Source: an optimization exercise on an open RTL-to-GDS flow (aim: small area and a short achievable clock period). Production flows keep margins and buffers that such runs may drop. At most, simulation tests tie the RTL to the original design; equivalence was not proved. No activity file was given, so power comes from the tool's default toggle rates.

// tta16
module tta16 (
	input		cpu_clk_i,
	input		cpu_rst_i,
	output	reg		wb_cyc_o,
	output	reg	[1:0]	wb_stb_o,
	output	reg		wb_we_o,
	input			wb_ack_i,
	input			wb_rty_i,
	input			wb_err_i,
	output		[2:0]	wb_cti_o,
	output		[1:0]	wb_bte_o,
	output		[22:0]	wb_adr_o,
	output		[1:0]	wb_sel_o,
	output		[15:0]	wb_dat_o,
	input		[1:0]	wb_sel_i,
	input		[15:0]	wb_dat_i,
	output			imem_en_o,
	output	reg	[9:0]	imem_adr_o,
	input		[31:0]	imem_dat_i,
	output	reg	[1:0]	imem_we_o,
	output		[9:0]	imem_wadr_o,
	output	reg	[15:0]	imem_wdat_o
);
For scale: roughly 140 I/O pins, roughly 35000 um^2 of cells after synthesis.
export LEC_CHECK = 0
export ABC_CLOCK_PERIOD_IN_PS = 3500
export CAP_MARGIN = 20
export CORE_MARGIN = 2
export CORE_UTILIZATION = 55
export PLACE_DENSITY = 0.7
export SETUP_SLACK_MARGIN = 4.5
export SLEW_MARGIN = 20
create_clock -name core_clock -period 8.0 [get_ports {cpu_clk_i}]
standard.sh (not shown) runs the stock make flow with config.mk's settings and CLKGATE_MAP_FILE= SYNTH_SCRIPT=/design/flow/synth_recipe.tcl, a recipe that flattens the netlist after the stock synthesis.
==> flow/flow/run.sh <==
#!/bin/bash
# The standard layout, with faster port buffers (buf_2 in place of the
# delay-buffer cell buffer_ports picks by default), which the resizer may
# then size as usual.
set -euo pipefail
export BUFFER_PORTS_ARGS="-buffer_cell sky130_fd_sc_hd__buf_2"
bash standard.sh > standard.log 2>&1
The starting point finished clean.
Then changed:
==> flow/flow/run.sh (replaced) <==
#!/bin/bash
# The standard layout, with faster port buffers (buf_4 in place of the
# delay-buffer cell buffer_ports picks by default), which the resizer may
# then size as usual.
set -euo pipefail
export BUFFER_PORTS_ARGS="-buffer_cell sky130_fd_sc_hd__buf_4"
bash standard.sh > standard.log 2>&1
Settings changed: ABC_AREA set to 1, ABC_CLOCK_PERIOD_IN_PS 3500 to unset, CORE_UTILIZATION 55 to 40, PLACE_DENSITY 0.7 to 0.6.
What happened: The changed run completed with no timing, DRC or antenna violations; die area went up by 26%; global-route usage falls by 8.1 points; design area shrinks by 5.2%; total power decreases by 7.5%; via count drops by 11%; critical path depth climbs by 1; area after synthesis falls by 8.2%.
No functional check of the RTL was part of any run of this note.

========
Another version of the RTL of tta16 (not shown whole).
Size in the first run: roughly 3000 cells after synthesis, roughly 580 flip-flops, ~140 I/O pins, ~36000 um^2 of cells after synthesis.
Design tta16, start of the top module:
module tta16 (
	input		cpu_clk_i,
	input		cpu_rst_i,
	output	reg		wb_cyc_o,
	output		[1:0]	wb_stb_o,
	output	reg		wb_we_o,
	input			wb_ack_i,
	input			wb_rty_i,
	input			wb_err_i,
	output		[2:0]	wb_cti_o,
	output		[1:0]	wb_bte_o,
	output		[22:0]	wb_adr_o,
	output		[1:0]	wb_sel_o,
	output		[15:0]	wb_dat_o,
	input		[1:0]	wb_sel_i,
	input		[15:0]	wb_dat_i,
	output			imem_en_o,
	output		[9:0]	imem_adr_o,
	input		[31:0]	imem_dat_i,
	output		[1:0]	imem_we_o,
	output		[9:0]	imem_wadr_o,
	output		[15:0]	imem_wdat_o
);
reg		run;		 
reg	[15:0]	rf[15:0];
reg	[15:0]	t_reg0, t_reg1;
reg	[9:0]	pc_prev;
reg		t_bra;
reg	[9:0]	iadr;
reg	[6:0]	rseg, wseg;
reg	[15:0]	t_data_a, t_data_b, t_data_c, t_com;
reg		t_rad, t_wad;			 
reg		t_sub, t_bits;			 
reg	[1:0]	t_mode;				 
reg		t_reg, t_mul, t_msr;		 
reg		x_zf, x_bf;
reg	[15:0]	x_diff, x_bits, x_mem;
reg	[95:0]	x_prod;				 
reg	[22:0]	wb_adr;
reg	[15:0]	wb_dat;
wire	[31:0]	instr	= imem_dat_i;
wire	[1:0]	f_src_a	= instr[31:30];
wire	[2:0]	f_dst_a	= instr[29:27];
wire	[1:0]	f_src_b	= instr[26:25];
wire	[2:0]	f_dst_b	= instr[24:22];
wire	[1:0]	f_src_c	= instr[21:20];
wire	[1:0]	f_dst_c	= instr[19:18];
wire	[2:0]	f_com	= instr[17:15];
wire	[3:0]	f_reg1	= instr[14:11];
wire	[3:0]	f_reg0	= {instr[14], instr[10:8]};
wire	[15:0]	f_immed	= {{9{instr[7]}}, instr[6:0]};
wire	[15:0]	f_limm	= {{6{instr[10]}}, instr[9:0]};
wire	[9:0]	pc_next	= {pc_prev[8:1], pc_prev[0]^pc_prev[3], pc_prev[9]};
wire	[9:0]	pc	= t_bra ? t_data_a[9:0] : pc_next;
wire	[31:0]	prod;
mul16_add MULADD (
	.r	(x_prod),
	.p	(prod)
);
  ...
clock: 8.0 ns
lec_check: 0
abc_clock_period_in_ps: 3500
cap_margin: 20
core_margin: 2
core_utilization: 40
place_density: 0.6
setup_slack_margin: 4.5
slew_margin: 20
==> flow/flow/run.sh <==
#!/bin/bash
# The standard layout, with faster port buffers (buf_4 in place of the
# delay-buffer cell buffer_ports picks by default), which the resizer may
# then size as usual.
set -euo pipefail
export BUFFER_PORTS_ARGS="-buffer_cell sky130_fd_sc_hd__buf_4"
bash standard.sh > standard.log 2>&1
Next try:
==> flow/run.sh (new file) <==
#!/bin/bash
# synth_recipe.tcl (not shown) runs the flow's synth.tcl, then flattens the netlist and writes it again
# the make line also repeats each setting of config.mk as NAME=value (left out here)
make -C /OpenROAD-flow-scripts/flow DESIGN_CONFIG=/design/flow/config.mk WORK_HOME=/design/flow/orfs CLKGATE_MAP_FILE= SYNTH_SCRIPT=/design/flow/synth_recipe.tcl finish
removed: flow/flow/run.sh
removed: flow/standard.sh
What happened: Final area goes up by 1.3%. Clock-buffer cell count goes down by 10. Utilization goes up by 0.62 points.
Next try:
==> flow/flow/run.sh (new file) <==
#!/bin/bash
# The standard layout, with faster port buffers (buf_4 in place of the
# delay-buffer cell buffer_ports picks by default), which the resizer may
# then size as usual.
set -euo pipefail
export BUFFER_PORTS_ARGS="-buffer_cell sky130_fd_sc_hd__buf_4"
bash standard.sh > standard.log 2>&1
==> flow/standard.sh (new file) <==
#!/bin/bash
# synth_recipe.tcl (not shown) runs the flow's synth.tcl, then flattens the netlist and writes it again
# the make line also repeats each setting of config.mk as NAME=value (left out here)
make -C /OpenROAD-flow-scripts/flow DESIGN_CONFIG=/design/flow/config.mk WORK_HOME=/design/flow/orfs CLKGATE_MAP_FILE= SYNTH_SCRIPT=/design/flow/synth_recipe.tcl "${@:-finish}"
- ABC_CLOCK_PERIOD_IN_PS: 3500 -> 3200
- SETUP_SLACK_MARGIN: 4.5 -> 4.8
removed: flow/run.sh
The changed run went through all stages and came out clean.
Wire length goes up by 7.0%.
Global-route usage rose by 1.1 points.
Worst setup slack is better by 250 ps.
Clock skew is lower by 27 ps.
Final cell count went up by 2.4%.
Total power came out higher by 6.8%.
Register-to-register slack is better by 250 ps.

==> static timing again, ports no longer ideal <==
No port has a modelled driver above. Below, the same layouts with a new extraction and two added sets of constraints. Step 1 (the two cells are an assumption about what drives the block):
set clk [get_ports {cpu_clk_i}]
set_driving_cell -lib_cell sky130_fd_sc_hd__clkbuf_16 $clk
set_driving_cell -lib_cell sky130_fd_sc_hd__buf_2 [delete_from_list [all_inputs] $clk]
Step 2, shift: input delay + t, output delay - t, t = (earliest + latest rising clock arrival at the registers) / 2. This alone moves slack from input paths to output paths. Slacks: no drivers / after step 1 / after step 2; pairs: no drivers / after step 1.
| run | t (ns) | setup slack, ns | clock arrival spread, ns | slew at the worst register clock pin (ns) |
|---|---|---|---|---|
| the first run of note 1 | 0.720 | 4.373 / 4.400 / 3.680 | 0.045 / 0.045 | 0.09 / 0.09 |
| the second run of note 1 | 0.671 | 4.356 / 4.397 / 3.726 | 0.035 / 0.035 | 0.07 / 0.07 |
| the first run of note 2 | 0.706 | 4.490 / 4.490 / 4.007 | 0.021 / 0.022 | 0.07 / 0.07 |
| the second run of note 2 | 0.695 | 4.446 / 4.472 / 3.790 | 0.050 / 0.049 | 0.07 / 0.07 |
| the third run of note 2 | 0.704 | 4.691 / 4.625 / 4.176 | 0.023 / 0.023 | 0.07 / 0.07 |
After both steps setup and hold are still met in every run listed. The setup slack of the first run of note 1, which loses most, moves by +0.027 ns with the drivers and by -0.693 ns with both steps.
